This is an optimization exercise on Yosys and OpenROAD, whose aim is small area, a short achievable clock period and few clock cycles, not a production implementation.
Power figures rest on the tool's default switching activity, not on a simulated workload.

==> run P <==
// sa_accel
module sa_accel (
    input  logic        clk,
    input  logic        rst_n,
    input  logic        start_all,
    input  logic [7:0]  k_param,
    input  logic        out_mode,
    input  logic [7:0]  row_shape,
    input  logic [7:0]  col_shape,
    output logic        done_all,
    output logic        ren_n,
    output logic [12:0] raddr_row,
    input  logic [31:0] rdata_row,
    output logic [12:0] raddr_col,
    input  logic [31:0] rdata_col,
    output logic        wen_n,
    output logic [12:0] waddr,
    output logic [31:0] data_out
);
SA_with_shift_cfg u_SA (
    .clk(clk), .rst_n(rst_n),
    .start_all(start_all), .k_param(k_param), .out_mode(out_mode),
    .row_shape(row_shape), .col_shape(col_shape), .done_all(done_all),
    .ren_n(ren_n), .raddr_row(raddr_row), .rdata_row(rdata_row),
    .raddr_col(raddr_col), .rdata_col(rdata_col),
    .wen_n(wen_n), .waddr(waddr), .data_out(data_out)
);
endmodule
export LEC_CHECK = 0
export CAP_MARGIN = 20
export CORE_MARGIN = 2
export CORE_UTILIZATION = 60
export CTS_CLUSTER_DIAMETER = 100
export CTS_CLUSTER_SIZE = 24
export PLACE_DENSITY = 0.72
export SLEW_MARGIN = 20
create_clock -name core_clock -period 11.0 [get_ports {clk}]
standard.sh (not shown) runs the stock make flow with config.mk's settings and CLKGATE_MAP_FILE= SYNTH_SCRIPT=/design/flow/synth_recipe.tcl, a recipe that flattens the netlist after the stock synthesis.
==> flow/flow/run.sh <==
#!/bin/bash
set -euo pipefail
bash standard.sh SETUP_SLACK_MARGIN=${MARGIN:-7.6} SYNTH_ARGS=-noabc \
  "BUFFER_PORTS_ARGS=-buffer_cell sky130_fd_sc_hd__buf_4" finish > standard.log 2>&1
==> run F: changes against run P <==
--- a/flow/design.v
+++ b/flow/design.v
@@ -1,24 +1,24 @@
 module quantize (
     input  logic        clk,
-    input  logic [22:0] acc_n,    
+    input  logic [22:0] acc,
     input  logic [5:0]  cp,
     output logic [7:0]  quantized_data
 );
-    logic [22:0] acc_nq;
+    logic [22:0] acc_q;
     logic [5:0]  cp_q;
     always_ff @(posedge clk) begin
-        acc_nq <= acc_n;
+        acc_q <= acc;
         cp_q  <= cp;
     end
     logic [22:0] v;
     logic        s, uni, c;
     logic [6:0]  w;
-    assign v[4:0]  = ~acc_nq[4:0];
-    assign v[22:5] = ~acc_nq[22:5] + {5'd0, cp_q[5], 3'd0, cp_q[4], 1'b0, cp_q[3], 1'b0, cp_q[2], 1'b0, cp_q[1], 1'b0, cp_q[0]};
+    assign v[4:0]  = acc_q[4:0];
+    assign v[22:5] = acc_q[22:5] + {5'd0, cp_q[5], 3'd0, cp_q[4], 1'b0, cp_q[3], 1'b0, cp_q[2], 1'b0, cp_q[1], 1'b0, cp_q[0]};
     assign s    = v[22];
     assign uni  = (v[22:10] == 13'h0000) || (v[22:10] == 13'h1fff);
     assign w    = v[9:3];
     assign c    = s ? (v[2] & (v[1] | v[0])) : v[2];
     always_comb begin
         if (!uni)         quantized_data = s ? 8'h80 : 8'h7f;
         else if (s)       quantized_data = {1'b1, w} + {7'd0, c};
@@ -84,15 +84,15 @@
     endgenerate
 endmodule
 module mac_pe (
     input  logic        clk,
     input  logic        first,
     input  logic [7:0]  a,
     input  logic [3:0]  one, two, neg,   
-    output logic [22:0] acc_n,
+    output logic [22:0] acc,
     output logic [5:0]  cpend    
 );
     logic pp1;
     logic pp2;
     logic pp3;
     logic pp4;
     logic pp5;
@@ -283,37 +283,37 @@
     assign pp34 = ((one[3] & a[3]) | (two[3] & a[2])) ^ neg[3];
     assign pp35 = ((one[3] & a[4]) | (two[3] & a[3])) ^ neg[3];
     assign pp36 = ((one[3] & a[5]) | (two[3] & a[4])) ^ neg[3];
     assign pp37 = ((one[3] & a[6]) | (two[3] & a[5])) ^ neg[3];
     assign pp38 = ((one[3] & a[7]) | (two[3] & a[6])) ^ neg[3];
     assign pp39 = ((one[3] & a[7]) | (two[3] & a[7])) ^ neg[3];
     assign ns40 = ~pp39;
-    assign g41 = ~(acc_n[0] | first);
-    assign g42 = ~(acc_n[1] | first);
-    assign g43 = ~(acc_n[2] | first);
-    assign g44 = ~(acc_n[3] | first);
-    assign g45 = ~(acc_n[4] | first);
-    assign g46 = ~(acc_n[5] | first);
-    assign g47 = ~(acc_n[6] | first);
-    assign g48 = ~(acc_n[7] | first);
-    assign g49 = ~(acc_n[8] | first);
-    assign g50 = ~(acc_n[9] | first);
-    assign g51 = ~(acc_n[10] | first);
-    assign g52 = ~(acc_n[11] | first);
-    assign g53 = ~(acc_n[12] | first);
-    assign g54 = ~(acc_n[13] | first);
-    assign g55 = ~(acc_n[14] | first);
-    assign g56 = ~(acc_n[15] | first);
-    assign g57 = ~(acc_n[16] | first);
-    assign g58 = ~(acc_n[17] | first);
-    assign g59 = ~(acc_n[18] | first);
-    assign g60 = ~(acc_n[19] | first);
-    assign g61 = ~(acc_n[20] | first);
-    assign g62 = ~(acc_n[21] | first);
-    assign g63 = ~(acc_n[22] | first);
+    assign g41 = acc[0] & ~first;
+    assign g42 = acc[1] & ~first;
+    assign g43 = acc[2] & ~first;
+    assign g44 = acc[3] & ~first;
+    assign g45 = acc[4] & ~first;
+    assign g46 = acc[5] & ~first;
+    assign g47 = acc[6] & ~first;
+    assign g48 = acc[7] & ~first;
+    assign g49 = acc[8] & ~first;
+    assign g50 = acc[9] & ~first;
+    assign g51 = acc[10] & ~first;
+    assign g52 = acc[11] & ~first;
+    assign g53 = acc[12] & ~first;
+    assign g54 = acc[13] & ~first;
+    assign g55 = acc[14] & ~first;
+    assign g56 = acc[15] & ~first;
+    assign g57 = acc[16] & ~first;
+    assign g58 = acc[17] & ~first;
+    assign g59 = acc[18] & ~first;
+    assign g60 = acc[19] & ~first;
+    assign g61 = acc[20] & ~first;
+    assign g62 = acc[21] & ~first;
+    assign g63 = acc[22] & ~first;
     assign g64 = cpend[0] & ~first;
     assign g65 = cpend[1] & ~first;
     assign g66 = cpend[2] & ~first;
     assign g67 = cpend[3] & ~first;
     assign g68 = cpend[4] & ~first;
     assign g69 = cpend[5] & ~first;
     assign s70 = neg[2] ^ pp5;
@@ -402,48 +402,39 @@
     assign s153 = ~g60;
     assign s154 = ~g61;
     assign s155 = ~g62;
     assign s156 = ~g63;
     logic [22:0] r0, r1;
     assign r0 = {g62, g61, g60, g59, c151, g57, g56, c147, c145, c143, c141, c139, c137, c135, c133, c131, c129, c127, c125, c123, c121, c119, s118};
     assign r1 = {s156, s155, s154, s153, s152, s150, s149, s148, s146, s144, s142, s140, s138, s136, s134, s132, s130, s128, s126, s124, s122, s120, g41};
-    logic [22:0] sum;
-    logic cout0;
-    assign {cout0, sum[4:0]} = {1'b0, r0[4:0]} + {1'b0, r1[4:0]};
-    logic cout1;
-    assign {cout1, sum[6:5]} = {1'b0, r0[6:5]} + {1'b0, r1[6:5]};
-    logic cout2;
-    assign {cout2, sum[8:7]} = {1'b0, r0[8:7]} + {1'b0, r1[8:7]};
-    logic cout3;
-    assign {cout3, sum[10:9]} = {1'b0, r0[10:9]} + {1'b0, r1[10:9]};
-    logic cout4;
-    assign {cout4, sum[12:11]} = {1'b0, r0[12:11]} + {1'b0, r1[12:11]};
-    logic cout5;
-    assign {cout5, sum[16:13]} = {1'b0, r0[16:13]} + {1'b0, r1[16:13]};
-    assign sum[22:17] = r0[22:17] + r1[22:17];
     always_ff @(posedge clk) begin
-        acc_n <= ~sum;
-        cpend <= {cout5, cout4, cout3, cout2, cout1, cout0};
+        {cpend[0], acc[4:0]} <= {1'b0, r0[4:0]} + {1'b0, r1[4:0]};
+        {cpend[1], acc[6:5]} <= {1'b0, r0[6:5]} + {1'b0, r1[6:5]};
+        {cpend[2], acc[8:7]} <= {1'b0, r0[8:7]} + {1'b0, r1[8:7]};
+        {cpend[3], acc[10:9]} <= {1'b0, r0[10:9]} + {1'b0, r1[10:9]};
+        {cpend[4], acc[12:11]} <= {1'b0, r0[12:11]} + {1'b0, r1[12:11]};
+        {cpend[5], acc[16:13]} <= {1'b0, r0[16:13]} + {1'b0, r1[16:13]};
+        acc[22:17] <= r0[22:17] + r1[22:17];
     end
 endmodule
 module systolic_NxN_cfg (
     input  logic             clk,
     input  logic [3:0][31:0] a_col,
     input  logic [3:0][11:0] bd_col,    
     input  logic [3:0]       first,     
-    output logic [3:0][3:0][22:0] psum_n,  
+    output logic [3:0][3:0][22:0] psum,  
     output logic [3:0][3:0][5:0]  cpend  
 );
     generate
         for (genvar m = 0; m < 4; m++) begin : g_m
             for (genvar x = 0; x < 4; x++) begin : g_x
                 mac_pe u_pe (
                     .clk(clk), .first(first[m]), .a(a_col[m][8*x +: 8]),
                     .one(bd_col[m][3:0]), .two(bd_col[m][7:4]), .neg(bd_col[m][11:8]),
-                    .acc_n(psum_n[m][x]), .cpend(cpend[m][x]));
+                    .acc(psum[m][x]), .cpend(cpend[m][x]));
             end
         end
     endgenerate
 endmodule
 module SA_with_shift_cfg (
     input  logic        clk,
     input  logic        rst_n,
@@ -594,38 +585,38 @@
         b_reg <= b_word[31:8];
     end
     logic [3:0][31:0] a_col;
     logic [3:0][11:0] bd_col;
     shift_array u_skew (
         .clk(clk), .a_in(a_reg), .b0_in(b_word[7:0]), .b_in(b_reg),
         .a_col(a_col), .bd_col(bd_col));
-    logic [3:0][3:0][22:0] psum_n;
+    logic [3:0][3:0][22:0] psum;
     logic [3:0][3:0][5:0]  cpend;
     systolic_NxN_cfg u_array (
         .clk(clk), .a_col(a_col), .bd_col(bd_col),
-        .first(p_first[4:1]), .psum_n(psum_n), .cpend(cpend));
+        .first(p_first[4:1]), .psum(psum), .cpend(cpend));
     logic [3:0] wr;
     assign wr = p_last[5:2];
-    logic [3:0][22:0] sel_acc_n;
+    logic [3:0][22:0] sel_acc;
     logic [3:0][5:0]  sel_cp;
     always_comb begin
         for (int x = 0; x < 4; x++) begin
-            sel_acc_n[x] = '0;
+            sel_acc[x] = '0;
             sel_cp[x]  = 6'd0;
             for (int m = 0; m < 4; m++)
                 if (wr[m]) begin
-                    sel_acc_n[x] = psum_n[m][x];
+                    sel_acc[x] = psum[m][x];
                     sel_cp[x]  = cpend[m][x];
                 end
         end
     end
     logic [3:0][7:0] q;
     generate
         for (genvar x = 0; x < 4; x++) begin : g_q
-            quantize u_q (.clk(clk), .acc_n(sel_acc_n[x]), .cp(sel_cp[x]), .quantized_data(q[x]));
+            quantize u_q (.clk(clk), .acc(sel_acc[x]), .cp(sel_cp[x]), .quantized_data(q[x]));
         end
     endgenerate
     logic        wr_d;
     logic [31:0] dout_q;
     logic        wen_nq, done_q;
     logic [12:0] waddr_q;     
     logic [12:0] wcnt;        
==> flow/flow/run.sh (replaced) <==
#!/bin/bash
set -euo pipefail
bash standard.sh SETUP_SLACK_MARGIN=${MARGIN:-7.5} SYNTH_ARGS=-noabc \
  "BUFFER_PORTS_ARGS=-buffer_cell sky130_fd_sc_hd__buf_4" finish > standard.log 2>&1
==> run C: changes against run P <==
==> flow/flow/run.sh (replaced) <==
#!/bin/bash
set -euo pipefail
bash standard.sh SETUP_SLACK_MARGIN=${MARGIN:-7.5} SYNTH_ARGS=-noabc \
  "BUFFER_PORTS_ARGS=-buffer_cell sky130_fd_sc_hd__buf_4" finish > standard.log 2>&1
==> summary of the runs <==
Run P ran to the end with no violations. Run F completed without violations. Run C finished with timing, DRC and antenna clean. In die area, run C and run P do not differ. Cell area: run P > run C > run F. In run F the routed wire length is smaller than in run P, by about 17%. In run C the fmax is lower than in run F, by 1.6%. Between run P and run F, the lower count of clock-buffer cells in the layout is in run F (gap 3). Worst hold slack, lowest first: run C, run P, run F. Register-to-register slack is about the same in run P and run F. Area after synthesis is the same in run P and run C. In run F the first-iteration DRC count is lower than in run P, by 32%. Between run F and run P, the lower clock power is in run F (gap about 5%, measured against run P).
==> figures <==
item	run F	run C	run P
Status	complete, no violations	complete, no violations	complete, no violations
Share of the synthesized area in compound gates (AO/OA/AOI/OAI)	0.137	0.133	0.133
Post-CTS setup buffer count	9	28	48
Fraction of power consumed by the clock network	0.091	0.092	0.091
Clock buffer instance count of the final layout	62	64	65
Clock distribution power	2120 uW	2180 uW	2240 uW
Placed cell count	7996	8575	8575
Met2 GRT Util	0.447	0.475	0.495
Beginning of the worst hold path	u_SA.b_reg[11]	u_SA.u_skew.g_col[3].g_delay.u_b.sr[0][5]	u_SA.b_reg[15]
Power per cell area	327 nW/um^2	315 nW/um^2	317 nW/um^2
Post-placement setup slack	6.99 ns	6.98 ns	6.97 ns
Crit Path Max Fanout	9	1	1
Switching power share of the total	0.433	0.444	0.447
Min-Delay Endpoint	u_SA.u_skew.g_col[2].g_delay.u_b.sr[0][3]	u_SA.u_skew.g_col[3].g_delay.u_b.sr[1][5]	u_SA.u_skew.g_col[2].g_delay.u_b.sr[0][7]
Avg Synthesized Cell Area	9.99 sq um	9.49 sq um	9.49 sq um
Worst EP required	11.57 ns	8.80 ns	8.80 ns
Depth of the worst register-to-register path	7	12	9
Highest signal layer in the routed design	met5	met5	met4
Cell area after layout	71400 sq um	75200 sq um	77800 sq um
Critical path's largest stage delay	0.66 ns	0.44 ns	0.43 ns
Mux contribution to synthesized area	0.0158	0.0161	0.0161
No run of this note included a check of the RTL's function; only the layout flow was run.

[static timing again, ports no longer ideal]
No port has a modelled driver above. Below, the same layouts with a new extraction and two added sets of constraints. Step 1 sets driving cells, clkbuf_16 on the clock port and buf_2 on the other inputs (assumed; they add their load-dependent delay and slew). Step 2 also shifts input and output timing later by t, the mid clock arrival at the registers, as if the neighbouring blocks saw the same clock. Three values: ideal, step 1, step 2; two values: the first two.
run	t, ns	setup WS [ns]	latest minus earliest clock arrival (ns)	worst data-port slew with drivers (ns)
run P	0.792	7.508 / 7.427 / 7.415	0.033 / 0.033	0.09
run F	0.752	7.555 / 7.491 / 7.373	0.031 / 0.032	0.06
run C	0.766	7.500 / 7.422 / 7.254	0.049 / 0.049	0.07
After both steps setup and hold are still met in every run listed. The setup slack of run C, which loses most, moves by -0.078 ns with the drivers and by -0.246 ns with both steps.
